Background: an optimization exercise with open tools, aiming at small area, a short achievable clock period and few clock cycles per item. Do not read the settings as production practice. In this exercise RTL edits were held to simulation tests only and were not proved equivalent to the original. Power and IR drop assume default switching activity.

==> design.v <==
module controller
(
    input  [7:0] u,
    input  [7:0] un,    
    output [15:0] v
);
wire new_n25, new_n26, new_n27, new_n28, new_n29, new_n30, new_n31, new_n32;
wire new_n33, new_n34, new_n35, new_n36, new_n37, new_n38, new_n39, new_n40;
wire new_n41, new_n42, new_n43, new_n44, new_n45, new_n46, new_n47, new_n48;
wire new_n49, new_n50, new_n51, new_n52, new_n53, new_n54, new_n55, new_n56;
wire new_n57, new_n58, new_n59, new_n60, new_n61, new_n62, new_n63, new_n64;
wire new_n65, new_n66, new_n67, new_n68, new_n69, new_n70, new_n71, new_n72;
wire new_n73, new_n74, new_n75, new_n76, new_n77, new_n78, new_n79, new_n80;
wire new_n81, new_n82, new_n83, new_n84, new_n85, new_n86, new_n87, new_n88;
wire new_n89, new_n90, new_n91, new_n92, new_n93, new_n94, new_n95, new_n96;
wire new_n97, new_n98, new_n99, new_n100, new_n101, new_n102, new_n103, new_n104;
wire new_n105, new_n106, new_n107, new_n108, new_n109, new_n110, new_n111, new_n112;
wire new_n113, new_n114, new_n115, new_n116, new_n117, new_n118, new_n119, new_n120;
wire new_n121, new_n122, new_n123, new_n124, new_n125, new_n126, new_n127, new_n128;
wire new_n129, new_n130, new_n131, new_n132, new_n133, new_n134, new_n135, new_n136;
wire new_n137, new_n138, new_n139, new_n140, new_n141, new_n142, new_n143, new_n144;
wire new_n145, new_n146, new_n147, new_n148, new_n149, new_n150, new_n151, new_n152;
wire new_n153, new_n154, new_n155, new_n156, new_n157, new_n158, new_n159, new_n160;
wire new_n161, new_n162, new_n163, new_n164, new_n165, new_n166, new_n167, new_n168;
wire new_n169, new_n170, new_n171, new_n172, new_n173, new_n174, new_n175, new_n176;
wire new_n177, new_n178, new_n179, new_n181, new_n182, new_n183, new_n184, new_n185;
wire new_n186, new_n187, new_n188, new_n189, new_n190, new_n191, new_n192, new_n193;
wire new_n194, new_n195, new_n196, new_n197, new_n198, new_n199, new_n200, new_n201;
wire new_n202, new_n203, new_n204, new_n205, new_n206, new_n207, new_n208, new_n209;
wire new_n210, new_n211, new_n212, new_n213, new_n214, new_n215, new_n216, new_n217;
wire new_n218, new_n219, new_n220, new_n221, new_n222, new_n223, new_n224, new_n225;
wire new_n226, new_n227, new_n228, new_n229, new_n230, new_n231, new_n232, new_n233;
wire new_n234, new_n235, new_n237, new_n238, new_n239, new_n240, new_n241, new_n242;
wire new_n243, new_n244, new_n245, new_n246, new_n247, new_n248, new_n249, new_n250;
wire new_n251, new_n252, new_n253, new_n254, new_n255, new_n256, new_n257, new_n258;
wire new_n259, new_n260, new_n261, new_n262, new_n263, new_n264, new_n265, new_n266;
wire new_n267, new_n268, new_n269, new_n270, new_n271, new_n272, new_n273, new_n274;
wire new_n275, new_n276, new_n277, new_n278, new_n279, new_n280, new_n281, new_n282;
wire new_n284, new_n285, new_n286, new_n287, new_n288, new_n289, new_n290, new_n291;
wire new_n292, new_n293, new_n294, new_n295, new_n296, new_n297, new_n298, new_n299;
wire new_n300, new_n301, new_n302, new_n303, new_n304, new_n305, new_n306, new_n307;
wire new_n308, new_n309, new_n310, new_n311, new_n312, new_n313, new_n314, new_n315;
wire new_n316, new_n317, new_n318, new_n319, new_n320, new_n321, new_n322, new_n323;
wire new_n324, new_n325, new_n326, new_n327, new_n328, new_n329, new_n330, new_n331;
wire new_n332, new_n333, new_n334, new_n335, new_n336, new_n337, new_n338, new_n339;
wire new_n340, new_n341, new_n342, new_n344, new_n345, new_n346, new_n347, new_n348;
wire new_n349, new_n350, new_n351, new_n352, new_n353, new_n354, new_n355, new_n356;
wire new_n357, new_n358, new_n359, new_n360, new_n361, new_n362, new_n363, new_n364;
wire new_n365, new_n366, new_n367, new_n368, new_n369, new_n370, new_n371, new_n372;
wire new_n373, new_n374, new_n375, new_n376, new_n377, new_n378, new_n379, new_n380;
wire new_n381, new_n382, new_n383, new_n384, new_n385, new_n386, new_n387, new_n388;
wire new_n389, new_n390, new_n391, new_n392, new_n393, new_n394, new_n395, new_n396;
wire new_n397, new_n398, new_n399, new_n400, new_n401, new_n402, new_n403, new_n404;
wire new_n405, new_n406, new_n408, new_n409, new_n410, new_n411, new_n412, new_n413;
wire new_n414, new_n415, new_n416, new_n417, new_n418, new_n419, new_n420, new_n421;
wire new_n422, new_n423, new_n424, new_n425, new_n426, new_n427, new_n428, new_n429;
wire new_n430, new_n431, new_n432, new_n433, new_n434, new_n435, new_n436, new_n437;
wire new_n438, new_n439, new_n440, new_n441, new_n442, new_n443, new_n444, new_n445;
wire new_n446, new_n447, new_n448, new_n449, new_n450, new_n451, new_n452, new_n453;
wire new_n454, new_n455, new_n456, new_n457, new_n458, new_n459, new_n460, new_n461;
wire new_n462, new_n464, new_n465, new_n466, new_n467, new_n468, new_n469, new_n470;
wire new_n471, new_n472, new_n473, new_n474, new_n475, new_n476, new_n477, new_n478;
wire new_n479, new_n480, new_n481, new_n482, new_n483, new_n484, new_n485, new_n486;
wire new_n487, new_n488, new_n489, new_n490, new_n491, new_n492, new_n493, new_n494;
wire new_n495, new_n496, new_n497, new_n498, new_n499, new_n500, new_n501, new_n502;
wire new_n504, new_n505, new_n506, new_n507, new_n508, new_n509, new_n510, new_n511;
wire new_n512, new_n513, new_n514, new_n515, new_n516, new_n517, new_n518, new_n519;
wire new_n520, new_n521, new_n522, new_n523, new_n524, new_n525, new_n526, new_n527;
wire new_n528, new_n529, new_n530, new_n531, new_n532, new_n533, new_n534, new_n535;
wire new_n536, new_n537, new_n538, new_n539, new_n540, new_n541, new_n542, new_n543;
wire new_n544, new_n545, new_n546, new_n547, new_n548, new_n549, new_n550, new_n551;
wire new_n552, new_n553, new_n554, new_n555, new_n556, new_n557, new_n558, new_n559;
wire new_n561, new_n562, new_n563, new_n564, new_n565, new_n566, new_n567, new_n568;
wire new_n569, new_n570, new_n571, new_n572, new_n573, new_n574, new_n575, new_n576;
wire new_n577, new_n578, new_n579, new_n580, new_n581, new_n582, new_n583, new_n584;
wire new_n585, new_n586, new_n587, new_n588, new_n589, new_n590, new_n591, new_n592;
wire new_n593, new_n594, new_n595, new_n596, new_n597, new_n598, new_n599, new_n600;
wire new_n601, new_n602, new_n603, new_n604, new_n606, new_n607, new_n608, new_n609;
wire new_n610, new_n611, new_n612, new_n613, new_n614, new_n615, new_n616, new_n617;
wire new_n618, new_n619, new_n620, new_n621, new_n622, new_n623, new_n624, new_n625;
wire new_n626, new_n627, new_n628, new_n629, new_n631, new_n632, new_n633, new_n634;
wire new_n635, new_n636, new_n637, new_n638, new_n639, new_n640, new_n641, new_n642;
wire new_n643, new_n644, new_n645, new_n646, new_n647, new_n648, new_n649, new_n650;
wire new_n651, new_n652, new_n653, new_n655, new_n656, new_n657, new_n658, new_n659;
wire new_n660, new_n661, new_n662, new_n663, new_n664, new_n665, new_n666, new_n667;
wire new_n668, new_n669, new_n670, new_n671, new_n672, new_n673, new_n674, new_n675;
wire new_n676, new_n677, new_n678, new_n679, new_n680, new_n681, new_n682, new_n683;
wire new_n684, new_n685, new_n686, new_n687, new_n688, new_n689, new_n690, new_n691;
wire new_n692, new_n693, new_n694, new_n695, new_n697, new_n698, new_n699, new_n700;
wire new_n701, new_n702, new_n703, new_n704, new_n705, new_n706, new_n707, new_n708;
wire new_n709, new_n710, new_n711, new_n712, new_n713, new_n714, new_n715, new_n717;
wire new_n718, new_n719, new_n720, new_n721, new_n722, new_n723, new_n724, new_n725;
wire new_n726, new_n727, new_n728, new_n729, new_n730, new_n731, new_n732, new_n734;
wire new_n735, new_n736, new_n737;
assign new_n25 = u[2] & u[3];
assign new_n26 = u[1] & ~new_n25;
assign new_n27 = un[3] & u[4];
assign new_n28 = u[5] & new_n27;
assign new_n29 = new_n26 & ~new_n28;
assign new_n30 = un[6] & u[7];
assign new_n31 = u[5] & u[6];
assign new_n32 = ~new_n30 & ~new_n31;
assign new_n33 = un[4] & un[5];
assign new_n34 = ~new_n32 & new_n33;
assign new_n35 = un[7] & ~new_n33;
assign new_n36 = ~new_n34 & ~new_n35;
assign new_n37 = new_n29 & new_n36;
assign new_n38 = un[5] & un[7];
assign new_n39 = un[0] & new_n38;
assign new_n40 = u[2] & un[6];
assign new_n41 = new_n39 & new_n40;
assign new_n42 = u[5] & un[6];
assign new_n43 = un[4] & un[7];
assign new_n44 = ~new_n42 & ~new_n43;
assign new_n45 = un[1] & un[4];
assign new_n46 = un[5] & ~new_n45;
assign new_n47 = new_n44 & ~new_n46;
assign new_n48 = un[2] & un[3];
assign new_n49 = ~new_n25 & ~new_n48;
assign new_n50 = new_n47 & ~new_n49;
assign new_n51 = un[3] & un[4];
assign new_n52 = new_n31 & new_n51;
assign new_n53 = un[1] & new_n52;
assign new_n54 = ~new_n50 & ~new_n53;
assign new_n55 = ~new_n41 & new_n54;
assign new_n56 = un[6] & un[7];
assign new_n57 = u[3] & un[4];
assign new_n58 = ~new_n27 & ~new_n57;
assign new_n59 = u[0] & u[1];
assign new_n60 = un[2] & new_n59;
assign new_n61 = ~new_n58 & new_n60;
assign new_n62 = un[0] & u[2];
assign new_n63 = ~new_n61 & ~new_n62;
assign new_n64 = ~new_n56 & ~new_n63;
assign new_n65 = new_n55 & ~new_n64;
assign new_n66 = u[7] & new_n33;
assign new_n67 = u[4] & u[5];
assign new_n68 = ~new_n66 & ~new_n67;
assign new_n69 = un[3] & ~new_n68;
assign new_n70 = new_n54 & new_n69;
assign new_n71 = un[1] & u[4];
assign new_n72 = un[7] & new_n71;
assign new_n73 = ~new_n67 & ~new_n72;
assign new_n74 = u[4] & un[5];
assign new_n75 = un[1] & un[3];
assign new_n76 = new_n74 & ~new_n75;
assign new_n77 = un[1] & u[5];
assign new_n78 = un[2] & u[3];
assign new_n79 = ~new_n77 & new_n78;
assign new_n80 = ~new_n76 & ~new_n79;
assign new_n81 = un[6] & ~new_n80;
assign new_n82 = ~new_n73 & new_n81;
assign new_n83 = un[0] & ~new_n82;
assign new_n84 = ~new_n70 & new_n83;
assign new_n85 = ~new_n65 & ~new_n84;
assign new_n86 = un[4] & ~new_n60;
assign new_n87 = u[5] & u[7];
assign new_n88 = ~new_n86 & new_n87;
assign new_n89 = ~new_n85 & ~new_n88;
assign new_n90 = u[1] & u[7];
assign new_n91 = u[4] & new_n90;
assign new_n92 = new_n42 & new_n45;
assign new_n93 = ~new_n91 & ~new_n92;
assign new_n94 = un[2] & new_n51;
assign new_n95 = un[0] & new_n94;
assign new_n96 = new_n51 & new_n56;
assign new_n97 = ~new_n95 & ~new_n96;
assign new_n98 = un[5] & u[6];
assign new_n99 = ~new_n59 & new_n98;
assign new_n100 = ~new_n42 & ~new_n99;
assign new_n101 = u[3] & u[4];
assign new_n102 = ~new_n100 & new_n101;
assign new_n103 = new_n97 & ~new_n102;
assign new_n104 = un[0] & un[1];
assign new_n105 = ~new_n103 & ~new_n104;
assign new_n106 = new_n93 & ~new_n105;
assign new_n107 = un[2] & un[6];
assign new_n108 = ~new_n106 & ~new_n107;
assign new_n109 = new_n94 & new_n98;
assign new_n110 = u[2] & un[5];
assign new_n111 = new_n56 & new_n110;
assign new_n112 = un[3] & u[5];
assign new_n113 = ~new_n71 & ~new_n112;
assign new_n114 = un[2] & u[6];
assign new_n115 = ~new_n113 & new_n114;
assign new_n116 = new_n71 & new_n112;
assign new_n117 = new_n115 & ~new_n116;
assign new_n118 = u[0] & ~new_n117;
assign new_n119 = ~new_n38 & ~new_n42;
assign new_n120 = u[1] & un[3];
assign new_n121 = u[4] & new_n120;
assign new_n122 = new_n119 & new_n121;
assign new_n123 = u[3] & un[7];
assign new_n124 = un[1] & un[6];
assign new_n125 = ~new_n123 & ~new_n124;
assign new_n126 = new_n110 & ~new_n125;
assign new_n127 = ~new_n122 & ~new_n126;
assign new_n128 = new_n118 & new_n127;
assign new_n129 = new_n111 & new_n128;
assign new_n130 = ~new_n109 & ~new_n129;
assign new_n131 = ~new_n108 & new_n130;
assign new_n132 = u[1] & u[3];
assign new_n133 = u[3] & u[7];
assign new_n134 = u[4] & new_n133;
assign new_n135 = ~new_n87 & ~new_n134;
assign new_n136 = un[6] & new_n110;
assign new_n137 = new_n51 & new_n136;
assign new_n138 = un[2] & new_n53;
assign new_n139 = ~new_n137 & ~new_n138;
assign new_n140 = new_n135 & new_n139;
assign new_n141 = new_n132 & ~new_n140;
assign new_n142 = u[3] & u[6];
assign new_n143 = un[0] & new_n142;
assign new_n144 = u[2] & u[4];
assign new_n145 = un[2] & un[4];
assign new_n146 = ~new_n144 & ~new_n145;
assign new_n147 = new_n143 & new_n146;
assign new_n148 = un[3] & new_n110;
assign new_n149 = u[6] & new_n148;
assign new_n150 = un[6] & new_n57;
assign new_n151 = u[4] & u[7];
assign new_n152 = un[3] & new_n151;
assign new_n153 = ~new_n150 & ~new_n152;
assign new_n154 = un[2] & un[5];
assign new_n155 = ~new_n153 & new_n154;
assign new_n156 = ~new_n149 & ~new_n155;
assign new_n157 = new_n104 & ~new_n156;
assign new_n158 = ~new_n147 & ~new_n157;
assign new_n159 = un[2] & new_n120;
assign new_n160 = new_n98 & new_n159;
assign new_n161 = u[1] & u[6];
assign new_n162 = un[2] & u[5];
assign new_n163 = new_n57 & new_n162;
assign new_n164 = new_n161 & new_n163;
assign new_n165 = ~new_n87 & ~new_n164;
assign new_n166 = new_n163 & new_n165;
assign new_n167 = ~new_n160 & ~new_n166;
assign new_n168 = u[1] & ~new_n56;
assign new_n169 = ~new_n124 & ~new_n168;
assign new_n170 = new_n33 & new_n169;
assign new_n171 = new_n25 & new_n170;
assign new_n172 = u[4] & new_n154;
assign new_n173 = new_n56 & new_n172;
assign new_n174 = ~new_n120 & new_n173;
assign new_n175 = ~new_n171 & ~new_n174;
assign new_n176 = new_n167 & new_n175;
assign new_n177 = new_n158 & new_n176;
assign new_n178 = ~new_n141 & new_n177;
assign new_n179 = new_n131 & new_n178;
assign v[8] = ~new_n89 | ~new_n179;
assign new_n181 = u[0] & v[8];
assign new_n182 = new_n37 & ~new_n181;
assign new_n183 = u[2] & new_n82;
assign new_n184 = ~new_n98 & new_n120;
assign new_n185 = u[2] & u[5];
assign new_n186 = ~new_n154 & ~new_n185;
assign new_n187 = u[7] & ~new_n186;
assign new_n188 = new_n184 & new_n187;
assign new_n189 = ~new_n25 & ~new_n59;
assign new_n190 = new_n66 & ~new_n189;
assign new_n191 = new_n27 & new_n38;
assign new_n192 = ~new_n150 & ~new_n191;
assign new_n193 = un[1] & un[2];
assign new_n194 = ~new_n192 & new_n193;
assign new_n195 = ~new_n190 & ~new_n194;
assign new_n196 = ~new_n188 & new_n195;
assign new_n197 = ~new_n183 & new_n196;
assign new_n198 = un[6] & new_n43;
assign new_n199 = u[4] & u[6];
assign new_n200 = ~new_n198 & ~new_n199;
assign new_n201 = un[1] & ~new_n200;
assign new_n202 = ~new_n142 & ~new_n201;
assign new_n203 = new_n185 & ~new_n202;
assign new_n204 = ~new_n80 & new_n169;
assign new_n205 = un[1] & u[6];
assign new_n206 = u[1] & ~new_n114;
assign new_n207 = ~new_n205 & ~new_n206;
assign new_n208 = new_n28 & new_n207;
assign new_n209 = new_n57 & new_n161;
assign new_n210 = u[0] & ~new_n209;
assign new_n211 = ~new_n208 & new_n210;
assign new_n212 = ~new_n204 & new_n211;
assign new_n213 = ~new_n203 & new_n212;
assign new_n214 = ~new_n140 & new_n193;
assign new_n215 = new_n213 & ~new_n214;
assign new_n216 = un[4] & u[5];
assign new_n217 = u[2] & new_n216;
assign new_n218 = ~new_n136 & ~new_n217;
assign new_n219 = un[7] & new_n75;
assign new_n220 = ~new_n218 & new_n219;
assign new_n221 = new_n27 & new_n154;
assign new_n222 = u[1] & u[4];
assign new_n223 = new_n98 & new_n222;
assign new_n224 = un[0] & ~new_n223;
assign new_n225 = ~new_n221 & new_n224;
assign new_n226 = ~new_n220 & new_n225;
assign new_n227 = u[5] & new_n56;
assign new_n228 = un[3] & ~new_n227;
assign new_n229 = u[3] & ~new_n67;
assign new_n230 = ~new_n228 & ~new_n229;
assign new_n231 = u[1] & un[2];
assign new_n232 = new_n230 & ~new_n231;
assign new_n233 = new_n226 & ~new_n232;
assign new_n234 = ~new_n215 & ~new_n233;
assign new_n235 = new_n197 & ~new_n234;
assign v[0] = new_n182 | ~new_n235;
assign new_n237 = un[0] & ~new_n139;
assign new_n238 = un[5] & new_n132;
assign new_n239 = ~new_n75 & ~new_n238;
assign new_n240 = u[0] & ~new_n239;
assign new_n241 = ~new_n56 & ~new_n240;
assign new_n242 = ~new_n237 & new_n241;
assign new_n243 = un[4] & u[7];
assign new_n244 = ~new_n163 & ~new_n243;
assign new_n245 = ~new_n242 & ~new_n244;
assign new_n246 = un[3] & new_n38;
assign new_n247 = ~new_n126 & ~new_n231;
assign new_n248 = new_n246 & ~new_n247;
assign new_n249 = un[2] & new_n45;
assign new_n250 = un[0] & u[1];
assign new_n251 = ~new_n57 & new_n250;
assign new_n252 = ~new_n249 & ~new_n251;
assign new_n253 = new_n98 & ~new_n252;
assign new_n254 = ~new_n71 & ~new_n94;
assign new_n255 = new_n87 & ~new_n254;
assign new_n256 = ~new_n253 & ~new_n255;
assign new_n257 = ~new_n248 & new_n256;
assign new_n258 = ~new_n245 & new_n257;
assign new_n259 = new_n56 & new_n77;
assign new_n260 = ~new_n57 & new_n98;
assign new_n261 = ~new_n259 & ~new_n260;
assign new_n262 = un[4] & ~new_n261;
assign new_n263 = new_n71 & new_n78;
assign new_n264 = ~new_n262 & ~new_n263;
assign new_n265 = new_n128 & new_n264;
assign new_n266 = u[2] & un[3];
assign new_n267 = ~new_n58 & ~new_n266;
assign new_n268 = ~new_n124 & ~new_n198;
assign new_n269 = new_n267 & ~new_n268;
assign new_n270 = u[7] & new_n154;
assign new_n271 = ~new_n94 & ~new_n270;
assign new_n272 = u[1] & ~new_n271;
assign new_n273 = u[2] & new_n134;
assign new_n274 = ~new_n272 & ~new_n273;
assign new_n275 = ~new_n269 & new_n274;
assign new_n276 = new_n67 & new_n266;
assign new_n277 = u[1] & new_n102;
assign new_n278 = ~new_n276 & ~new_n277;
assign new_n279 = ~new_n161 & ~new_n278;
assign new_n280 = un[0] & ~new_n279;
assign new_n281 = new_n275 & new_n280;
assign new_n282 = ~new_n265 & ~new_n281;
assign v[1] = ~new_n258 | new_n282;
assign new_n284 = new_n162 & new_n198;
assign new_n285 = ~new_n151 & ~new_n284;
assign new_n286 = ~new_n66 & ~new_n199;
assign new_n287 = ~new_n186 & ~new_n286;
assign new_n288 = new_n285 & ~new_n287;
assign new_n289 = new_n75 & ~new_n288;
assign new_n290 = new_n38 & new_n51;
assign new_n291 = u[0] & ~new_n87;
assign new_n292 = ~new_n223 & new_n291;
assign new_n293 = ~new_n290 & new_n292;
assign new_n294 = new_n152 & ~new_n293;
assign new_n295 = ~new_n289 & ~new_n294;
assign new_n296 = ~new_n59 & ~new_n119;
assign new_n297 = un[0] & un[6];
assign new_n298 = new_n132 & ~new_n297;
assign new_n299 = u[0] & u[4];
assign new_n300 = ~new_n110 & ~new_n299;
assign new_n301 = new_n298 & ~new_n300;
assign new_n302 = new_n78 & ~new_n301;
assign new_n303 = ~new_n296 & new_n302;
assign new_n304 = ~new_n107 & ~new_n303;
assign new_n305 = u[1] & u[5];
assign new_n306 = ~new_n43 & new_n305;
assign new_n307 = ~new_n238 & ~new_n306;
assign new_n308 = ~new_n304 & ~new_n307;
assign new_n309 = new_n295 & ~new_n308;
assign new_n310 = un[7] & new_n150;
assign new_n311 = new_n293 & ~new_n310;
assign new_n312 = u[4] & un[7];
assign new_n313 = un[0] & un[4];
assign new_n314 = ~new_n90 & ~new_n313;
assign new_n315 = ~new_n312 & new_n314;
assign new_n316 = new_n286 & ~new_n315;
assign new_n317 = un[5] & new_n71;
assign new_n318 = un[2] & ~new_n317;
assign new_n319 = ~new_n316 & ~new_n318;
assign new_n320 = ~new_n237 & ~new_n319;
assign new_n321 = ~new_n311 & ~new_n320;
assign new_n322 = new_n309 & ~new_n321;
assign new_n323 = new_n78 & ~new_n87;
assign new_n324 = un[0] & ~new_n323;
assign new_n325 = new_n43 & new_n98;
assign new_n326 = ~new_n87 & ~new_n325;
assign new_n327 = ~new_n317 & new_n326;
assign new_n328 = new_n324 & ~new_n327;
assign new_n329 = ~new_n96 & ~new_n328;
assign new_n330 = ~new_n40 & ~new_n114;
assign new_n331 = new_n222 & ~new_n330;
assign new_n332 = un[1] & new_n33;
assign new_n333 = ~new_n331 & ~new_n332;
assign new_n334 = ~new_n123 & ~new_n333;
assign new_n335 = ~new_n259 & ~new_n334;
assign new_n336 = ~new_n193 & ~new_n334;
assign new_n337 = new_n67 & ~new_n336;
assign new_n338 = new_n335 & ~new_n337;
assign new_n339 = u[0] & ~new_n338;
assign new_n340 = new_n329 & ~new_n339;
assign new_n341 = new_n75 & new_n175;
assign new_n342 = ~new_n340 & ~new_n341;
assign v[2] = ~new_n322 | new_n342;
assign new_n344 = ~new_n152 & ~new_n227;
assign new_n345 = u[4] & new_n98;
assign new_n346 = new_n344 & ~new_n345;
assign new_n347 = new_n133 & new_n154;
assign new_n348 = new_n346 & ~new_n347;
assign new_n349 = un[1] & ~new_n348;
assign new_n350 = u[0] & new_n349;
assign new_n351 = un[0] & new_n222;
assign new_n352 = un[6] & ~new_n48;
assign new_n353 = new_n216 & ~new_n352;
assign new_n354 = ~new_n351 & ~new_n353;
assign new_n355 = new_n78 & new_n198;
assign new_n356 = un[5] & new_n133;
assign new_n357 = ~new_n355 & ~new_n356;
assign new_n358 = new_n313 & ~new_n357;
assign new_n359 = new_n354 & ~new_n358;
assign new_n360 = un[6] & ~new_n148;
assign new_n361 = new_n133 & ~new_n186;
assign new_n362 = new_n360 & ~new_n361;
assign new_n363 = u[3] & new_n222;
assign new_n364 = ~new_n313 & ~new_n363;
assign new_n365 = ~new_n157 & new_n364;
assign new_n366 = ~new_n362 & ~new_n365;
assign new_n367 = new_n359 & ~new_n366;
assign new_n368 = ~new_n350 & ~new_n367;
assign new_n369 = new_n250 & new_n357;
assign new_n370 = new_n56 & new_n121;
assign new_n371 = u[3] & new_n110;
assign new_n372 = u[6] & ~new_n33;
assign new_n373 = un[6] & new_n33;
assign new_n374 = ~new_n372 & ~new_n373;
assign new_n375 = un[4] & new_n374;
assign new_n376 = new_n371 & new_n375;
assign new_n377 = ~new_n370 & ~new_n376;
assign new_n378 = new_n369 & new_n377;
assign new_n379 = ~new_n185 & ~new_n270;
assign new_n380 = ~new_n366 & ~new_n379;
assign new_n381 = new_n378 & ~new_n380;
assign new_n382 = new_n368 & ~new_n381;
assign new_n383 = u[0] & un[2];
assign new_n384 = ~new_n98 & new_n383;
assign new_n385 = ~new_n133 & ~new_n384;
assign new_n386 = new_n98 & ~new_n383;
assign new_n387 = new_n385 & ~new_n386;
assign new_n388 = new_n332 & ~new_n387;
assign new_n389 = ~new_n82 & ~new_n388;
assign new_n390 = new_n87 & ~new_n193;
assign new_n391 = u[0] & un[3];
assign new_n392 = ~new_n144 & ~new_n391;
assign new_n393 = new_n390 & ~new_n392;
assign new_n394 = u[2] & ~new_n56;
assign new_n395 = ~new_n124 & new_n394;
assign new_n396 = new_n299 & ~new_n305;
assign new_n397 = new_n107 & ~new_n133;
assign new_n398 = new_n396 & ~new_n397;
assign new_n399 = un[2] & u[4];
assign new_n400 = ~new_n185 & ~new_n399;
assign new_n401 = new_n219 & ~new_n400;
assign new_n402 = ~new_n398 & ~new_n401;
assign new_n403 = ~new_n395 & ~new_n402;
assign new_n404 = ~new_n393 & ~new_n403;
assign new_n405 = new_n389 & new_n404;
assign new_n406 = new_n130 & new_n405;
assign v[3] = new_n382 | ~new_n406;
assign new_n408 = ~new_n33 & new_n62;
assign new_n409 = new_n56 & ~new_n185;
assign new_n410 = ~new_n408 & new_n409;
assign new_n411 = new_n51 & ~new_n62;
assign new_n412 = ~new_n216 & ~new_n411;
assign new_n413 = u[1] & ~new_n412;
assign new_n414 = new_n410 & ~new_n413;
assign new_n415 = new_n98 & ~new_n104;
assign new_n416 = new_n27 & new_n415;
assign new_n417 = ~new_n25 & new_n56;
assign new_n418 = ~new_n416 & ~new_n417;
assign new_n419 = ~new_n414 & ~new_n418;
assign new_n420 = un[1] & ~new_n38;
assign new_n421 = u[1] & un[6];
assign new_n422 = ~new_n420 & ~new_n421;
assign new_n423 = new_n25 & ~new_n104;
assign new_n424 = new_n422 & new_n423;
assign new_n425 = ~new_n56 & new_n193;
assign new_n426 = new_n216 & new_n425;
assign new_n427 = un[1] & new_n38;
assign new_n428 = ~new_n58 & new_n427;
assign new_n429 = new_n107 & new_n428;
assign new_n430 = ~new_n426 & ~new_n429;
assign new_n431 = ~new_n424 & new_n430;
assign new_n432 = ~new_n419 & new_n431;
assign new_n433 = ~new_n142 & ~new_n347;
assign new_n434 = ~new_n154 & new_n161;
assign new_n435 = new_n433 & ~new_n434;
assign new_n436 = u[6] & new_n193;
assign new_n437 = u[4] & ~new_n436;
assign new_n438 = ~new_n435 & ~new_n437;
assign new_n439 = new_n75 & ~new_n119;
assign new_n440 = ~new_n75 & ~new_n87;
assign new_n441 = ~new_n132 & ~new_n440;
assign new_n442 = ~new_n439 & new_n441;
assign new_n443 = ~new_n438 & ~new_n442;
assign new_n444 = new_n175 & new_n443;
assign new_n445 = ~new_n337 & new_n444;
assign new_n446 = new_n280 & new_n445;
assign new_n447 = new_n161 & ~new_n216;
assign new_n448 = new_n323 & ~new_n447;
assign new_n449 = new_n186 & new_n205;
assign new_n450 = ~new_n78 & ~new_n449;
assign new_n451 = ~new_n448 & ~new_n450;
assign new_n452 = ~new_n94 & ~new_n217;
assign new_n453 = new_n56 & ~new_n452;
assign new_n454 = u[3] & ~new_n56;
assign new_n455 = new_n144 & new_n454;
assign new_n456 = u[0] & ~new_n455;
assign new_n457 = ~new_n453 & new_n456;
assign new_n458 = ~new_n451 & new_n457;
assign new_n459 = new_n346 & new_n379;
assign new_n460 = new_n120 & ~new_n459;
assign new_n461 = new_n458 & ~new_n460;
assign new_n462 = ~new_n446 & ~new_n461;
assign v[4] = ~new_n432 | new_n462;
assign new_n464 = new_n28 & ~new_n193;
assign new_n465 = u[5] & ~new_n104;
assign new_n466 = new_n25 & new_n43;
assign new_n467 = ~new_n465 & new_n466;
assign new_n468 = un[0] & new_n332;
assign new_n469 = new_n467 & ~new_n468;
assign new_n470 = ~new_n263 & ~new_n469;
assign new_n471 = ~new_n464 & new_n470;
assign new_n472 = un[6] & ~new_n471;
assign new_n473 = ~new_n270 & ~new_n371;
assign new_n474 = u[4] & ~new_n473;
assign new_n475 = ~new_n104 & ~new_n301;
assign new_n476 = new_n474 & ~new_n475;
assign new_n477 = u[0] & ~new_n222;
assign new_n478 = ~new_n46 & new_n114;
assign new_n479 = ~new_n477 & new_n478;
assign new_n480 = new_n136 & new_n219;
assign new_n481 = new_n353 & new_n423;
assign new_n482 = ~new_n480 & ~new_n481;
assign new_n483 = ~new_n479 & new_n482;
assign new_n484 = ~new_n476 & new_n483;
assign new_n485 = ~new_n472 & new_n484;
assign new_n486 = u[7] & ~new_n45;
assign new_n487 = ~new_n112 & ~new_n198;
assign new_n488 = ~new_n486 & new_n487;
assign new_n489 = un[2] & ~new_n323;
assign new_n490 = un[3] & new_n227;
assign new_n491 = ~new_n489 & ~new_n490;
assign new_n492 = ~new_n488 & ~new_n491;
assign new_n493 = ~new_n149 & ~new_n492;
assign new_n494 = ~new_n349 & new_n493;
assign new_n495 = un[0] & ~new_n170;
assign new_n496 = ~new_n494 & ~new_n495;
assign new_n497 = new_n485 & ~new_n496;
assign new_n498 = ~new_n52 & ~new_n361;
assign new_n499 = ~new_n137 & new_n498;
assign new_n500 = new_n167 & new_n499;
assign new_n501 = ~new_n85 & new_n500;
assign new_n502 = new_n250 & ~new_n501;
assign v[5] = ~new_n497 | new_n502;
assign new_n504 = ~new_n87 & ~new_n107;
assign new_n505 = ~new_n186 & new_n504;
assign new_n506 = ~new_n39 & ~new_n227;
assign new_n507 = ~new_n505 & new_n506;
assign new_n508 = new_n51 & ~new_n507;
assign new_n509 = un[5] & ~new_n48;
assign new_n510 = un[0] & u[6];
assign new_n511 = ~new_n509 & new_n510;
assign new_n512 = u[5] & ~new_n49;
assign new_n513 = new_n511 & ~new_n512;
assign new_n514 = u[1] & ~new_n152;
assign new_n515 = u[4] & new_n56;
assign new_n516 = new_n25 & new_n515;
assign new_n517 = new_n514 & ~new_n516;
assign new_n518 = ~new_n513 & new_n517;
assign new_n519 = ~new_n508 & new_n518;
assign new_n520 = u[5] & ~new_n285;
assign new_n521 = ~new_n187 & ~new_n520;
assign new_n522 = u[0] & ~new_n521;
assign new_n523 = new_n519 & ~new_n522;
assign new_n524 = new_n78 & new_n98;
assign new_n525 = un[1] & ~new_n134;
assign new_n526 = ~new_n524 & new_n525;
assign new_n527 = ~new_n41 & new_n526;
assign new_n528 = new_n148 & ~new_n286;
assign new_n529 = new_n527 & ~new_n528;
assign new_n530 = ~new_n523 & ~new_n529;
assign new_n531 = ~new_n120 & ~new_n145;
assign new_n532 = ~new_n162 & ~new_n531;
assign new_n533 = new_n33 & ~new_n96;
assign new_n534 = ~new_n532 & new_n533;
assign new_n535 = u[3] & new_n67;
assign new_n536 = new_n40 & new_n535;
assign new_n537 = new_n210 & ~new_n536;
assign new_n538 = ~new_n534 & new_n537;
assign new_n539 = ~new_n25 & new_n87;
assign new_n540 = ~new_n466 & ~new_n539;
assign new_n541 = un[1] & ~new_n540;
assign new_n542 = u[1] & u[2];
assign new_n543 = u[4] & ~new_n542;
assign new_n544 = ~new_n25 & new_n31;
assign new_n545 = new_n543 & new_n544;
assign new_n546 = ~new_n173 & ~new_n545;
assign new_n547 = ~new_n541 & new_n546;
assign new_n548 = new_n538 & new_n547;
assign new_n549 = new_n150 & ~new_n542;
assign new_n550 = ~new_n186 & new_n549;
assign new_n551 = new_n136 & new_n222;
assign new_n552 = ~new_n110 & new_n151;
assign new_n553 = ~new_n551 & ~new_n552;
assign new_n554 = ~new_n550 & new_n553;
assign new_n555 = u[7] & ~new_n33;
assign new_n556 = new_n159 & new_n555;
assign new_n557 = un[0] & ~new_n556;
assign new_n558 = new_n554 & new_n557;
assign new_n559 = ~new_n548 & ~new_n558;
assign v[6] = new_n530 | new_n559;
assign new_n561 = ~new_n179 & new_n305;
assign new_n562 = u[2] & ~new_n468;
assign new_n563 = ~new_n561 & new_n562;
assign new_n564 = ~new_n121 & ~new_n535;
assign new_n565 = u[6] & ~new_n564;
assign new_n566 = ~new_n25 & ~new_n565;
assign new_n567 = ~new_n563 & ~new_n566;
assign new_n568 = u[7] & ~new_n48;
assign new_n569 = ~new_n332 & new_n568;
assign new_n570 = new_n51 & ~new_n207;
assign new_n571 = ~new_n569 & ~new_n570;
assign new_n572 = ~new_n305 & ~new_n571;
assign new_n573 = ~new_n25 & new_n305;
assign new_n574 = ~new_n371 & ~new_n573;
assign new_n575 = new_n199 & ~new_n574;
assign new_n576 = new_n537 & ~new_n575;
assign new_n577 = ~new_n572 & new_n576;
assign new_n578 = ~new_n71 & new_n148;
assign new_n579 = new_n179 & new_n578;
assign new_n580 = new_n557 & ~new_n579;
assign new_n581 = ~new_n577 & ~new_n580;
assign new_n582 = new_n38 & new_n85;
assign new_n583 = u[3] & new_n173;
assign new_n584 = u[1] & ~new_n583;
assign new_n585 = ~new_n374 & new_n383;
assign new_n586 = new_n217 & new_n510;
assign new_n587 = new_n66 & new_n78;
assign new_n588 = ~new_n586 & ~new_n587;
assign new_n589 = ~new_n585 & new_n588;
assign new_n590 = new_n584 & new_n589;
assign new_n591 = ~new_n191 & ~new_n260;
assign new_n592 = un[2] & ~new_n591;
assign new_n593 = ~new_n163 & ~new_n310;
assign new_n594 = ~new_n592 & new_n593;
assign new_n595 = new_n589 & ~new_n594;
assign new_n596 = new_n148 & new_n299;
assign new_n597 = new_n243 & new_n266;
assign new_n598 = un[1] & ~new_n597;
assign new_n599 = ~new_n596 & new_n598;
assign new_n600 = ~new_n595 & new_n599;
assign new_n601 = ~new_n590 & ~new_n600;
assign new_n602 = ~new_n520 & ~new_n601;
assign new_n603 = ~new_n582 & new_n602;
assign new_n604 = ~new_n581 & new_n603;
assign v[7] = new_n567 | ~new_n604;
assign new_n606 = ~new_n148 & new_n510;
assign new_n607 = ~new_n532 & new_n606;
assign new_n608 = new_n186 & new_n222;
assign new_n609 = new_n607 & ~new_n608;
assign new_n610 = u[1] & new_n217;
assign new_n611 = ~new_n172 & ~new_n610;
assign new_n612 = new_n123 & ~new_n611;
assign new_n613 = ~new_n96 & ~new_n209;
assign new_n614 = un[5] & ~new_n613;
assign new_n615 = new_n67 & new_n107;
assign new_n616 = ~new_n614 & ~new_n615;
assign new_n617 = new_n118 & new_n616;
assign new_n618 = ~new_n612 & new_n617;
assign new_n619 = new_n377 & new_n618;
assign new_n620 = ~new_n609 & ~new_n619;
assign new_n621 = ~new_n132 & ~new_n216;
assign new_n622 = un[7] & ~new_n301;
assign new_n623 = u[4] & ~new_n544;
assign new_n624 = new_n42 & new_n423;
assign new_n625 = ~new_n623 & ~new_n624;
assign new_n626 = new_n622 & new_n625;
assign new_n627 = ~new_n214 & new_n626;
assign new_n628 = ~new_n67 & new_n104;
assign new_n629 = new_n516 & ~new_n628;
assign v[13] = ~new_n627 & ~new_n629;
assign new_n631 = ~new_n621 & ~v[13];
assign new_n632 = new_n297 & ~new_n631;
assign new_n633 = new_n620 & ~new_n632;
assign new_n634 = un[0] & new_n49;
assign new_n635 = u[6] & new_n38;
assign new_n636 = un[1] & ~new_n635;
assign new_n637 = ~new_n634 & new_n636;
assign new_n638 = new_n119 & ~new_n146;
assign new_n639 = ~new_n216 & new_n266;
assign new_n640 = new_n172 & new_n297;
assign new_n641 = ~new_n639 & ~new_n640;
assign new_n642 = ~new_n638 & new_n641;
assign new_n643 = new_n637 & ~new_n642;
assign new_n644 = u[2] & new_n104;
assign new_n645 = un[7] & ~new_n644;
assign new_n646 = ~new_n57 & ~new_n151;
assign new_n647 = u[0] & un[5];
assign new_n648 = new_n542 & ~new_n647;
assign new_n649 = new_n646 & ~new_n648;
assign new_n650 = ~new_n172 & ~new_n649;
assign new_n651 = ~new_n645 & new_n650;
assign new_n652 = ~new_n388 & new_n651;
assign new_n653 = ~new_n643 & ~new_n652;
assign v[9] = new_n633 | ~new_n653;
assign new_n655 = un[1] & new_n376;
assign new_n656 = u[6] & new_n542;
assign new_n657 = un[6] & ~new_n110;
assign new_n658 = u[6] & ~new_n193;
assign new_n659 = ~new_n657 & ~new_n658;
assign new_n660 = ~new_n656 & ~new_n659;
assign new_n661 = new_n112 & new_n313;
assign new_n662 = un[3] & ~new_n71;
assign new_n663 = ~new_n229 & ~new_n662;
assign new_n664 = ~new_n661 & ~new_n663;
assign new_n665 = ~new_n660 & ~new_n664;
assign new_n666 = new_n121 & ~new_n344;
assign new_n667 = u[7] & new_n145;
assign new_n668 = ~new_n120 & new_n667;
assign new_n669 = new_n165 & ~new_n668;
assign new_n670 = ~new_n666 & new_n669;
assign new_n671 = ~new_n665 & new_n670;
assign new_n672 = ~new_n655 & new_n671;
assign new_n673 = un[1] & ~new_n454;
assign new_n674 = new_n292 & ~new_n673;
assign new_n675 = un[3] & ~new_n292;
assign new_n676 = ~new_n674 & ~new_n675;
assign new_n677 = ~new_n28 & ~new_n42;
assign new_n678 = ~new_n516 & new_n677;
assign new_n679 = ~new_n38 & ~new_n110;
assign new_n680 = new_n51 & ~new_n679;
assign new_n681 = new_n678 & ~new_n680;
assign new_n682 = ~new_n676 & ~new_n681;
assign new_n683 = u[0] & ~new_n682;
assign new_n684 = new_n676 & new_n681;
assign new_n685 = new_n683 & ~new_n684;
assign new_n686 = u[1] & new_n114;
assign new_n687 = u[4] & new_n686;
assign new_n688 = ~new_n92 & ~new_n416;
assign new_n689 = ~new_n687 & new_n688;
assign new_n690 = ~new_n45 & ~new_n150;
assign new_n691 = new_n185 & ~new_n690;
assign new_n692 = ~new_n170 & ~new_n691;
assign new_n693 = new_n689 & new_n692;
assign new_n694 = new_n83 & new_n693;
assign new_n695 = ~new_n685 & ~new_n694;
assign v[10] = ~new_n672 | new_n695;
assign new_n697 = ~new_n470 & ~v[13];
assign new_n698 = new_n345 & ~new_n391;
assign new_n699 = ~new_n119 & new_n628;
assign new_n700 = ~new_n698 & ~new_n699;
assign new_n701 = ~new_n428 & new_n700;
assign new_n702 = ~new_n697 & new_n701;
assign new_n703 = u[2] & ~new_n702;
assign new_n704 = u[6] & ~new_n186;
assign new_n705 = u[0] & new_n120;
assign new_n706 = ~new_n28 & ~new_n705;
assign new_n707 = new_n704 & ~new_n706;
assign new_n708 = ~new_n303 & ~new_n707;
assign new_n709 = un[5] & ~new_n268;
assign new_n710 = un[2] & ~new_n151;
assign new_n711 = ~new_n628 & new_n710;
assign new_n712 = ~new_n372 & new_n711;
assign new_n713 = ~new_n709 & new_n712;
assign new_n714 = new_n708 & ~new_n713;
assign new_n715 = new_n140 & new_n714;
assign v[11] = new_n703 | ~new_n715;
assign new_n717 = new_n32 & new_n78;
assign new_n718 = ~new_n555 & ~new_n717;
assign new_n719 = ~new_n214 & new_n718;
assign new_n720 = new_n121 & ~new_n510;
assign new_n721 = ~new_n28 & ~new_n720;
assign new_n722 = ~new_n337 & new_n721;
assign new_n723 = un[7] & new_n700;
assign new_n724 = new_n475 & new_n625;
assign new_n725 = new_n723 & ~new_n724;
assign new_n726 = ~new_n67 & ~new_n375;
assign new_n727 = ~new_n104 & ~new_n726;
assign new_n728 = ~new_n25 & ~new_n727;
assign new_n729 = ~new_n725 & ~new_n728;
assign new_n730 = new_n722 & ~new_n729;
assign new_n731 = ~new_n107 & ~new_n154;
assign new_n732 = ~new_n730 & new_n731;
assign v[12] = ~new_n719 | new_n732;
assign new_n734 = u[5] & ~new_n138;
assign new_n735 = ~new_n516 & new_n734;
assign new_n736 = new_n629 & ~new_n734;
assign new_n737 = un[7] & ~new_n736;
assign v[14] = new_n735 | ~new_n737;
assign v[15] = ~new_n56 | new_n536;
endmodule
module cordic_engine
#(
    parameter IO_BW=32
)
(
    clk,
    rst_n,
    phase,
    mode,
    pop,
    valid_in,
    valid_out,
    result
);
input   clk;
input   rst_n;
input   valid_in;
input   [IO_BW-1:0] phase;
input   [2:0] mode;
output  [IO_BW-1:0] result;
output reg valid_out;
output reg pop;
wire [9:0] p = phase[9:0];
wire dbl = (mode == 3'd2) | (mode == 3'd3) | (mode == 3'd4);    
wire zer = (mode > 3'd4);
function gt;
    input [9:0] a;
    input [9:0] k;
    integer i;
    begin
        gt = 1'b0;
        for (i = 0; i < 10; i = i + 1)
            gt = k[i] ? (a[i] & gt) : (a[i] | gt);
    end
endfunction
wire g1 = gt(p, 10'd90),  g2 = gt(p, 10'd180), g3 = gt(p, 10'd270), g4 = gt(p, 10'd360);
wire g5 = gt(p, 10'd450), g6 = gt(p, 10'd540), g7 = gt(p, 10'd630);
wire [2:0] r = {g4, (g2 & ~g4) | g6, (g1 & ~g2) | (g3 & ~g4) | (g5 & ~g6) | g7};
wire [7:0] pp = zer ? 8'd0 : dbl ? {p[6:0], 1'b0} : p[7:0];
reg       v1;
reg [7:0] pp1;
reg [2:0] r1;
reg       c0, c1, c2, c3, c4;    
always @(posedge clk) begin
    if (!rst_n) begin
        v1  <= 1'b0;
        pop <= 1'b1;
    end else begin
        v1  <= valid_in;
        pop <= 1'b0;
    end
    pp1 <= pp;
    r1  <= r;
    c0  <= (mode == 3'd0);
    c1  <= (mode == 3'd1);
    c2  <= (mode == 3'd2);
    c3  <= (mode == 3'd3);
    c4  <= (mode == 3'd4);
end
wire [9:0] lut;
assign lut[0] = (c0 & ((r1[1]))) |
    (c1 & ((~r1[1]))) |
    ((c2 | c3) & ((~r1[0]))) |
    (c4 & ((r1[0])));
assign lut[1] = 1'b0;
assign lut[2] = c1 |
    (c2 | c3);
assign lut[3] = (c0 & ((~r1[2] & r1[1]) | (r1[2] & ~r1[1]))) |
    (c1 & ((~r1[2] & r1[1]) | (r1[2] & ~r1[1]))) |
    ((c2 | c3) & ((~r1[1] & r1[0]) | (r1[1] & ~r1[0]))) |
    (c4 & ((~r1[1] & r1[0]) | (r1[1] & ~r1[0])));
assign lut[4] = (c0 & ((r1[2]))) |
    (c1 & ((~r1[1]))) |
    ((c2 | c3) & ((~r1[2] & ~r1[0]) | (r1[2] & r1[0]))) |
    (c4 & ((~r1[2] & r1[1]) | (r1[2] & ~r1[1])));
assign lut[5] = (c0 & ((~r1[2] & r1[1]))) |
    (c1 & ((~r1[2] & ~r1[1]) | (r1[2] & r1[1]))) |
    ((c2 | c3) & ((~r1[2] & ~r1[1] & ~r1[0]) | (~r1[2] & r1[1] & r1[0]) | (r1[2] & ~r1[1] & r1[0]) | (r1[2] & r1[1] & ~r1[0]))) |
    (c4 & ((~r1[1] & r1[0]) | (r1[2] & ~r1[1]) | (r1[2] & r1[0])));
assign lut[6] = (c0 & ((r1[1]))) |
    (c1 & ((r1[1]))) |
    ((c2 | c3) & ((~r1[2] & r1[0]) | (~r1[1] & r1[0]) | (r1[2] & r1[1] & ~r1[0]))) |
    (c4 & ((~r1[2] & r1[0]) | (r1[2] & r1[1] & ~r1[0])));
assign lut[7] = (c0 & ((r1[2]))) |
    (c1 & ((~r1[2] & ~r1[1]) | (r1[2] & r1[1]))) |
    ((c2 | c3) & ((~r1[1] & ~r1[0]) | (~r1[2] & r1[1] & r1[0]) | (r1[2] & ~r1[0]))) |
    (c4 & ((r1[1])));
assign lut[8] = (c0 & ((r1[1]))) |
    (c1 & ((~r1[1]))) |
    ((c2 | c3) & ((~r1[0]))) |
    (c4 & ((r1[0])));
assign lut[9] = (c0 & ((r1[2]))) |
    (c1 & ((~r1[2] & r1[1]) | (r1[2] & ~r1[1]))) |
    (c2 & ((~r1[1] & ~r1[0]) | (r1[1] & r1[0]))) |
    (c3 & ((~r1[1] & r1[0]) | (r1[1] & ~r1[0]))) |
    (c4 & ((r1[1])));
wire [7:0] u = (pp1 ^ {8{lut[8]}}) + lut[7:0];
reg       v2, inv2, sh2, m23_2, isx2;
reg [7:0] u2, u2n;    
always @(posedge clk) begin
    if (!rst_n) v2 <= 1'b0;
    else        v2 <= v1;
    u2    <= u;
    u2n   <= ~u;
    inv2  <= lut[9] & ~(c4 & (r1 == 3'd3) & (pp1 == 8'd208));
    sh2   <= c2 | c3 | c4;
    m23_2 <= c2 | c3;
    isx2  <= c1 | c2 | c3;
end
wire [15:0] t;
controller controller (.u(u2), .un(u2n), .v(t));
wire sp = isx2 & (u2 == 8'd90);
reg        v3, inv3, sh3, m23_3;
reg [15:0] t3;
always @(posedge clk) begin
    if (!rst_n) v3 <= 1'b0;
    else        v3 <= v2;
    t3    <= {t[15:3], sp ? 3'b100 : t[2:0]};
    inv3  <= inv2;
    sh3   <= sh2;
    m23_3 <= m23_2;
end
reg  [14:0] r_lo;
reg         r15, rs, rsv;
always @(posedge clk) begin
    if (!rst_n) valid_out <= 1'b0;
    else        valid_out <= v3;
    r_lo <= (sh3 ? t3[15:1] : t3[14:0]) ^ {15{inv3}};
    r15  <= sh3 ? (m23_3 ^ inv3) : (t3[15] ^ inv3);
    rs   <= ~m23_3 & inv3;
    rsv  <= ~m23_3 & inv3 & v3;    
end
assign result = {{8{rs}}, {8{rsv}}, r15, r_lo};
endmodule
==> run.sh <==
#!/bin/bash
# synth_recipe.tcl (not shown) runs the flow's synth.tcl, then flattens the netlist and writes it again
# the make line also repeats each setting of config.mk as NAME=value (left out here)
make -C /OpenROAD-flow-scripts/flow DESIGN_CONFIG=/design/flow/config.mk WORK_HOME=/design/flow/orfs CLKGATE_MAP_FILE= SYNTH_SCRIPT=/design/flow/synth_recipe.tcl finish
==> config.mk <==
export PLATFORM = sky130hd
export DESIGN_NAME = cordic_engine
export DESIGN_NICKNAME = cordic_engine
export VERILOG_FILES = /design/flow/design.v
export SDC_FILE = /design/flow/constraint.sdc
export NUM_CORES = 4
export LEC_CHECK = 0
export ABC_AREA = 1
export CAP_MARGIN = 20
export CORE_MARGIN = 2
export CORE_UTILIZATION = 40
export PLACE_DENSITY = 0.6
export SETUP_SLACK_MARGIN = 3.95
export SLEW_MARGIN = 20
==> constraint.sdc <==
create_clock -name core_clock -period 6.0 [get_ports {clk}]
set_input_delay 1.2000 -clock core_clock [delete_from_list [all_inputs] [get_ports {clk}]]
set_output_delay 1.2000 -clock core_clock [all_outputs]
set_load 0.01 [all_outputs]
==> impl_metrics.prom, run 1 <==
# TYPE chip_impl_metric gauge
chip_impl_info{name="run_status",value="complete, no violations"} 1
chip_impl_metric{name="dr.pass1.iters",unit=""} 7
chip_impl_info{name="timing_worst_setup_path_type",value="reg2reg"} 1
chip_impl_metric{name="die_w",unit="um"} 124
chip_impl_metric{name="leakage",unit="nW"} 3.56
chip_impl_metric{name="grt_usage",unit="%"} 33.5
chip_impl_info{name="combinational_family_with_the_most_area_after_synthesis",value="simple AND/OR/NAND/NOR gates"} 1
chip_impl_metric{name="drive_above_1_share",unit="%"} 24.5
chip_impl_info{name="tritoncts_clock_tree",value="done"} 1
chip_impl_metric{name="vdd.ir_drop.worst",unit="uV"} 449
chip_impl_metric{name="grt_overflow",unit=""} 0
chip_impl_metric{name="synth-xor-area-share",unit="%"} 4.67
chip_impl_metric{name="r2r_cells",unit=""} 12
chip_impl_metric{name="fin_setup_tns",unit="ps"} 0
chip_impl_metric{name="worst-endpoint-required",unit="ps"} 6230
chip_impl_metric{name="cts_hold_buf",unit=""} 0
chip_impl_metric{name="synth-warning-count",unit=""} 1
chip_impl_metric{name="power.clock.fraction",unit="%"} 12.1
chip_impl_info{name="hold_path_startpoint",value="sh2$_DFF_P_"} 1
chip_impl_info{name="r2r_end",value="u2[6]$_DFF_P_"} 1
chip_impl_metric{name="synth_enable_flop_cells",unit=""} 0
chip_impl_metric{name="final_critical_path_setup_slack",unit="ps"} 3850
chip_impl_metric{name="max_clock_freq",unit="MHz"} 465
chip_impl_metric{name="h_tree_lvls",unit=""} 3
chip_impl_metric{name="syn_nets",unit=""} 955
chip_impl_info{name="timing.hold.worst.class",value="reg2reg"} 1
chip_impl_metric{name="grt_pass1_vias",unit=""} 6169
chip_impl_metric{name="max_stage_delay",unit="ps"} 320
chip_impl_metric{name="critPathMaxFanout",unit=""} 6
chip_impl_metric{name="seq_power_share",unit="%"} 21.7
chip_impl_metric{name="cap_violations",unit=""} 0
chip_impl_metric{name="route.layer.met1.wl",unit="um"} 9960
chip_impl_info{name="clock-root-buffer",value="sky130_fd_sc_hd__clkbuf_16"} 1
chip_impl_info{name="critPathLaunchType",value="register"} 1
chip_impl_metric{name="via_count",unit=""} 7104
chip_impl_metric{name="numCtsBuffers",unit=""} 9
chip_impl_metric{name="synthSimpleGateAreaFrac",unit="%"} 28.3
chip_impl_info{name="critical-path-top-cell-by-count",value="sky130_fd_sc_hd__xor2_1"} 1
chip_impl_metric{name="hold_violations",unit=""} 0
chip_impl_metric{name="timing.slew.headroom",unit="%"} 34.7
chip_impl_metric{name="grt_start_max_net_pins",unit=""} 31
chip_impl_info{name="routed.top_layer",value="met4"} 1
chip_impl_metric{name="yosys.cell_types.count",unit=""} 52
chip_impl_metric{name="worst-r2r-setup-slack",unit="ps"} 3850
chip_impl_metric{name="avgViaCountPerCell",unit=""} 6.17
chip_impl_metric{name="drv_slew",unit=""} 0
chip_impl_metric{name="placement_rows",unit=""} 43
chip_impl_metric{name="fp.dieArea",unit="sq mm"} 0.0154
chip_impl_metric{name="worstMarginPinSlew",unit="ps"} 971
chip_impl_metric{name="post-route-drc-count",unit=""} 0
chip_impl_metric{name="final.period_utilization",unit="%"} 35.8
chip_impl_info{name="cp_cell_sequence",value="or2_4 > nand2_4 > nand3_4 > xor2_1 > ha_1 > a21oi_1 > and2_4 > inv_2 > a21oi_2 > o21bai_1 > xor2_1 > inv_1"} 1
chip_impl_metric{name="power_density",unit="mW/mm^2"} 616
chip_impl_metric{name="setup_viol",unit=""} 0
chip_impl_metric{name="synth_async_sr_flop_share",unit="%"} 0
chip_impl_metric{name="synth-seq-cells",unit=""} 78
chip_impl_metric{name="place.detailed.hpwl",unit="um"} 18700
chip_impl_metric{name="finClkSkew",unit="ps"} 9.69
chip_impl_metric{name="p_sw_share",unit="%"} 56.1
chip_impl_metric{name="gp_routability_congestion",unit=""} 1.14
chip_impl_metric{name="ctsLongestPathBuffers",unit=""} 2
chip_impl_metric{name="wire_per_inst",unit="um"} 23.0
chip_impl_metric{name="average_instance_area_after_synthesis",unit="sq um"} 6.39
chip_impl_metric{name="cts.sink_count",unit=""} 78
chip_impl_metric{name="core",unit="sq mm"} 0.0140
chip_impl_metric{name="grt_antenna_before_repair",unit=""} 0
chip_impl_metric{name="syn_inst_count",unit=""} 902
chip_impl_info{name="grt_setup_unrepaired",value="true"} 1
chip_impl_metric{name="synth.mux.area_fraction",unit="%"} 0.347
chip_impl_info{name="yosys_most_used_dff",value="sky130_fd_sc_hd__dfxtp_1"} 1
chip_impl_metric{name="final.fill_count",unit=""} 1452
chip_impl_info{name="critPathCaptureType",value="register"} 1
chip_impl_metric{name="wl",unit="um"} 26500
chip_impl_info{name="crit_slowest_cell",value="sky130_fd_sc_hd__ha_1"} 1
chip_impl_metric{name="synth-adder-area-share",unit="%"} 3.39
chip_impl_metric{name="timing.hold.worst_path_depth",unit=""} 0
chip_impl_metric{name="route.met2.wl",unit="um"} 10400
chip_impl_metric{name="ant_nets",unit=""} 0
chip_impl_metric{name="finalWorstPathRequiredPeriod",unit="ps"} 2150
chip_impl_metric{name="port-buffer-count",unit=""} 49
chip_impl_metric{name="switch_pwr",unit="mW"} 2.55
chip_impl_metric{name="seq_area_frac_synth",unit="%"} 27.1
chip_impl_metric{name="drtIter0Drc",unit=""} 1155
chip_impl_metric{name="synth_compound_area_share",unit="%"} 22.2
chip_impl_info{name="hold_path_end",value="sh3$_DFF_P_"} 1
chip_impl_info{name="reg2reg_from",value="c2$_DFF_P_"} 1
chip_impl_metric{name="internal-power",unit="mW"} 1.99
chip_impl_metric{name="placement.setup.worst_slack",unit="ps"} 3300
chip_impl_metric{name="power.share.combinational",unit="%"} 66.2
chip_impl_metric{name="antenna-diode-count",unit=""} 0
chip_impl_metric{name="final_nets",unit=""} 1019
chip_impl_metric{name="start_util",unit="%"} 41.2
chip_impl_metric{name="worst_ep_arrival_time",unit="ps"} 2390
chip_impl_metric{name="synthesis.area",unit="sq mm"} 0.00576
chip_impl_metric{name="clock_insertion_delay_worst_skew",unit="ps"} 350
chip_impl_metric{name="area_overhead_of_the_layout_relative_to_synthesis",unit="%"} 27.8
chip_impl_metric{name="wire_length_of_the_first_global_routing_pass",unit="um"} 37100
chip_impl_metric{name="clk_transition_reported_paths",unit="ps"} 60
chip_impl_metric{name="die-height",unit="um"} 124
chip_impl_metric{name="floorplan.io_pins",unit=""} 72
chip_impl_metric{name="route.met3.wl",unit="um"} 4140
==> repair_timing <==
| item | 4_1_cts | 5_1_grt |
|---|---|---|
| endpoints found under the setup margin | 72 | 48 |
| buffers inserted | 16 | 28 |
| pin swaps | 16 | 12 |
| gates resized for setup | 232 | 111 |
| gates cloned | 0 | 3 |
==> stage by stage <==
step	hold slack (ps)	instance area, sq um	utilization, %	std cells	power (mW)
floorplan	310	5780	-	902	2.38
global placement	310	6210	44.4	1088	3.42
detailed placement	312	6210	44.4	1088	3.29
CTS	327	6710	48.0	1120	3.94
global route	344	7370	52.7	1151	4.69
finish	327	7370	52.7	1151	4.54
==> layout by cell type, fill, tap and decap left out, types with 5 or more instances in the layout <==
cell                              netlist  layout
sky130_fd_sc_hd__nand3_1               53      49
sky130_fd_sc_hd__xor2_1                26      24
sky130_fd_sc_hd__dfxtp_4                0      15
sky130_fd_sc_hd__inv_2                  6      17
sky130_fd_sc_hd__o211ai_1               8       8
sky130_fd_sc_hd__clkbuf_16              0      10
sky130_fd_sc_hd__o221ai_1               5       5
sky130_fd_sc_hd__nor2_4                 0       9
sky130_fd_sc_hd__buf_4                 27      42
sky130_fd_sc_hd__clkdlybuf4s50_1        0       5
sky130_fd_sc_hd__dfxtp_1               78      60
sky130_fd_sc_hd__dlygate4sd2_1          0       6
sky130_fd_sc_hd__ha_1                  14      10
sky130_fd_sc_hd__buf_2                 11      19
sky130_fd_sc_hd__o2111ai_1             10       9
sky130_fd_sc_hd__inv_1                121     101
sky130_fd_sc_hd__o22ai_1               12      12
sky130_fd_sc_hd__buf_6                  4      19
sky130_fd_sc_hd__nand2_1              209     189
sky130_fd_sc_hd__nor2_2                 3       6
sky130_fd_sc_hd__o21ai_1                1      11
sky130_fd_sc_hd__a21oi_2                0      12
sky130_fd_sc_hd__o21ai_0               89      75
sky130_fd_sc_hd__nand4_1               13      13
sky130_fd_sc_hd__nor2_1                69      58
sky130_fd_sc_hd__clkinvlp_4             0       6
sky130_fd_sc_hd__nand2_4                1       9
sky130_fd_sc_hd__nand2_2                9      19
sky130_fd_sc_hd__nor3_1                 9       7
sky130_fd_sc_hd__a21oi_1               67      54
==> worst max path at each step <==
stage,startpoint,endpoint,slack [ps],cells past startpoint
after floorplan,c3$_DFF_P_,u2n[7]$_DFF_P_,3840,13
after global placement,u2n[5]$_DFF_P_,t3[0]$_SDFF_PP0_,3130,10
after detailed placement,u2[5]$_DFF_P_,t3[10]$_DFF_P_,3300,9
after CTS,c2$_DFF_P_,u2[6]$_DFF_P_,3850,12
after global routing,r1[1]$_DFF_P_,u2[6]$_DFF_P_,3700,12
final,c2$_DFF_P_,u2[6]$_DFF_P_,3850,12
==> cell type report <==
| type | instances | area (sq um) | area share (%) |
|---|---|---|---|
| Clock inverter | 7 | 78.8 | 1.07 |
| Sequential cell | 78 | 1620 | 22.0 |
| Multi-Input combinational cell | 649 | 3840 | 52.1 |
| Clock buffer | 9 | 225 | 3.06 |
| Tap cell | 180 | 225 | 3.06 |
| Inverter | 127 | 509 | 6.91 |
| Timing Repair inverter | 1 | 5.00 | 0.0679 |
| Timing Repair Buffer | 100 | 867 | 11.8 |
==> Yosys cell counts, drive strengths merged (2+ instances only) <==
library cell,number,area [sq um]
or2,4,25.0
buf,42,303
o21bai,2,15.0
o22ai,12,75.1
o2111ai,10,87.6
nand4,13,81.3
dfxtp,78,1560
o211ai,8,60.1
a211oi,4,30.0
a21oi,67,335
o221ai,5,43.8
nor3,10,55.1
o31ai,5,37.5
mux2i,2,20.0
xnor2,2,25.0
o41ai,2,17.5
a22oi,2,15.0
nor2,72,278
nand2,219,852
a221oi,3,26.3
nor3b,3,22.5
clkbuf,7,27.5
nand3,54,275
inv,127,477
a31oi,4,25.0
ha,14,175
xor2,27,244
nand3b,3,22.5
nor4,2,12.5
o21ai,90,450
==> critical path: cells and delay by family (launching register included) <==
family / cells / cell delay (ps)
simple gates: 4 / 620
compound gates: 3 / 360
xor+xnor: 2 / 330
fa+ha+maj: 1 / 320
flops: 1 / 310
buf+inv: 2 / 80
==> state kept, by name, indices dropped and copies added (netlist names), 3 cells and up <==
name  flops
r1        3
pp1       8
u2n       8
u2        8
t3       16
r_lo     15
==> cell families after synthesis <==
kind of cell | after synthesis
fa+ha+maj | 15
simple gates | 381
mux | 2
compound gates | 221
flops | 78
buf+inv | 176
xor+xnor | 29
==> power by group through the flow <==
stage / logic, mW / registers (mW) / clock network (mW)
floorplan: 1.58 / 0.805 / 0
global placement: 2.47 / 0.945 / 0
detailed placement: 2.36 / 0.935 / 0
CTS: 2.43 / 0.954 / 0.563
global route: 3.11 / 0.993 / 0.585
finish: 3.01 / 0.984 / 0.549
==> metal layers <==
metal	GRT usage, %	vias to the layer above
met4	20.4	0
li1	-	3125
met5	0	-
met3	12.5	200
met2	46.3	650
met1	43.8	3129
Testbench counts, summed over its fixed seeds: cycles 16,032, items 16,000.
==> inputs of run 2 (changes only) <==
--- a/config.mk
+++ b/config.mk
@@ -10,5 +10,5 @@
 export CORE_MARGIN = 2
 export CORE_UTILIZATION = 40
 export PLACE_DENSITY = 0.6
-export SETUP_SLACK_MARGIN = 3.95
+export SETUP_SLACK_MARGIN = 3.7
 export SLEW_MARGIN = 20
==> impl_metrics.prom, run 2 <==
# TYPE chip_impl_metric gauge
chip_impl_info{name="run_status",value="complete, no violations"} 1
chip_impl_metric{name="worstMarginPinSlew",unit="ps"} 842
chip_impl_info{name="layout.cells.most_common",value="sky130_fd_sc_hd__nand2_1"} 1
chip_impl_metric{name="power_density",unit="mW/mm^2"} 617
chip_impl_metric{name="synth_async_sr_flop_share",unit="%"} 0
chip_impl_metric{name="fin_setup_tns",unit="ps"} 0
chip_impl_metric{name="floorplan.io_pins",unit=""} 72
chip_impl_metric{name="average_instance_area_after_synthesis",unit="sq um"} 6.39
chip_impl_metric{name="drv_slew",unit=""} 0
chip_impl_metric{name="syn_inst_count",unit=""} 902
chip_impl_info{name="largest-register",value="t3"} 1
chip_impl_info{name="critical-path-top-cell-by-count",value="sky130_fd_sc_hd__o21ai_0"} 1
chip_impl_metric{name="drtIter0Drc",unit=""} 1025
chip_impl_metric{name="cap_violations",unit=""} 0
chip_impl_metric{name="dr.pass1.iters",unit=""} 6
chip_impl_info{name="timing.hold.worst.class",value="reg2reg"} 1
chip_impl_metric{name="multi_input_area",unit="sq mm"} 0.00360
chip_impl_metric{name="gp_routability_congestion",unit=""} 1.13
chip_impl_metric{name="place.detailed.hpwl",unit="um"} 20100
chip_impl_metric{name="largest_register_ff_count",unit=""} 16
chip_impl_metric{name="grt_pass1_vias",unit=""} 6326
chip_impl_metric{name="place.detailed.instances",unit=""} 1090
chip_impl_metric{name="yosys_top_cell_area_share",unit="%"} 27.1
chip_impl_info{name="largestRegisters",value="t3 (16), r_lo (15)"} 1
chip_impl_info{name="grt_setup_unrepaired",value="true"} 1
chip_impl_metric{name="final.period_utilization",unit="%"} 40.9
chip_impl_metric{name="hold_violations",unit=""} 0
chip_impl_metric{name="grt_start_max_net_pins",unit=""} 31
chip_impl_metric{name="yosys.cell_types.count",unit=""} 52
chip_impl_metric{name="clk_transition_reported_paths",unit="ps"} 70
chip_impl_info{name="crit_slowest_cell",value="sky130_fd_sc_hd__dfxtp_2"} 1
chip_impl_info{name="timing_worst_setup_path_type",value="reg2reg"} 1
chip_impl_info{name="tritoncts_clock_tree",value="done"} 1
chip_impl_metric{name="core",unit="sq mm"} 0.0140
chip_impl_metric{name="critPathMaxFanout",unit=""} 12
chip_impl_metric{name="wire_length_of_the_first_global_routing_pass",unit="um"} 38800
chip_impl_metric{name="worst-endpoint-required",unit="ps"} 6220
chip_impl_metric{name="ant_nets",unit=""} 0
chip_impl_info{name="most_frequent_cell_after_synthesis",value="sky130_fd_sc_hd__nand2_1"} 1
chip_impl_metric{name="avgViaCountPerCell",unit=""} 6.21
chip_impl_metric{name="grt_usage",unit="%"} 35.2
chip_impl_metric{name="final_nets",unit=""} 996
chip_impl_metric{name="cts.sink_count",unit=""} 78
chip_impl_metric{name="placement_rows",unit=""} 43
chip_impl_metric{name="max_stage_delay",unit="ps"} 610
chip_impl_metric{name="leakage",unit="nW"} 3.47
chip_impl_metric{name="seq_area_frac_synth",unit="%"} 27.1
chip_impl_metric{name="wire_per_inst",unit="um"} 24.3
chip_impl_info{name="synth_area_leader_cell",value="sky130_fd_sc_hd__dfxtp_1"} 1
run 2: cell counts after synthesis:
Identical to the previous run, type by type.
run 2: layout make-up:
class | count | share of cell area, %
clock inverter | 7 | 0.963
clock buffer | 9 | 3.27
multi-input combinational | 648 | 52.3
antenna | 1 | 0.0363
sequential | 78 | 23.1
inverter | 127 | 7.03
timing repair buffer | 79 | 10.0
tap | 180 | 3.27
run 2: timing repair:
| action | 4_1_cts | 5_1_grt |
|---|---|---|
| hold buffers | 0 | 0 |
| resized for setup | 60 | 59 |
| cloned | 0 | 0 |
| pin swaps | 3 | 14 |
| buffers inserted | 9 | 13 |
| setup endpoints to repair | 69 | 21 |
run 2: routing by layer:
metal | part of all wire [%] | vias to the layer above | global-route usage, %
met3 | 15 | 172 | 13.9
met4 | 6.8 | 0 | 19.6
met1 | 38 | 3125 | 44.2
met5 | 0 | - | 2.08
met2 | 40 | 639 | 51.0
li1 | - | 3075 | -
run 2: power by group:
| part | leakage, nW | total, mW | internal (mW) | switching, mW |
|---|---|---|---|---|
| clock | 0.136 | 0.520 | 0.288 | 0.232 |
| sequential | 0.656 | 0.929 | 0.714 | 0.215 |
| combinational | 2.68 | 2.80 | 0.771 | 2.03 |
run 2: stage by stage:
stage / power (mW) / hold slack [ps]
2_1_floorplan: 2.38 / 310
3_3_place_gp: 3.50 / 313
3_5_place_dp: 3.39 / 312
4_1_cts: 3.92 / 327
5_1_grt: 4.38 / 343
6_report: 4.25 / 333
run 2: kinds of logic after synthesis:
| logic type | synth area share (%) |
|---|---|
| mux | 0.347 |
| compound gates | 22.2 |
| buf+inv | 14.0 |
| flops | 27.1 |
| fa+ha+maj | 3.39 |
| xor+xnor | 4.67 |
| simple gates | 28.3 |
run 2: worst paths after layout:
kind | start | to | slack (ps) | cells after the start
hold reg to reg | m23_2$_DFF_P_ | m23_3$_DFF_P_ | 330 | 0
setup / recovery | u2n[5]$_DFF_P_ | t3[3]$_DFF_P_ | 3540 | 7
setup reg to reg | u2n[5]$_DFF_P_ | t3[3]$_DFF_P_ | 3540 | 7
hold / removal | m23_2$_DFF_P_ | m23_3$_DFF_P_ | 330 | 0

-- afterwards: timing with drivers on the ports --
In the flow no input, the clock included, has a driving cell. The finished layouts below were timed again as built, in two steps.
Step 1 (the two cells are an assumption about what drives the block):
set clk [get_ports {clk}]
set_driving_cell -lib_cell sky130_fd_sc_hd__clkbuf_16 $clk
set_driving_cell -lib_cell sky130_fd_sc_hd__buf_2 [delete_from_list [all_inputs] $clk]
Step 2, shift: input delay + t, output delay - t, t = (earliest + latest rising clock arrival at the registers) / 2. This alone moves slack from input paths to output paths.
Three values: ideal ports, drivers, drivers and shift; two values: the first two.
| run | t (ns) | slack for setup (ns) | worst setup path after step 2 | worst register clock-pin slew, ns | worst data-port slew with drivers (ns) |
|---|---|---|---|---|---|
| run 1 | 0.391 | 3.849 / 3.849 / 3.583 | input to register | 0.06 / 0.06 | 0.04 |
| run 2 | 0.384 | 3.544 / 3.544 / 3.455 | input to register | 0.07 / 0.07 | 0.04 |
After both steps setup and hold are still met in every run listed. For run 1, which loses most, drivers alone change the setup slack by 0.000 ns; drivers and shift together by -0.266 ns.
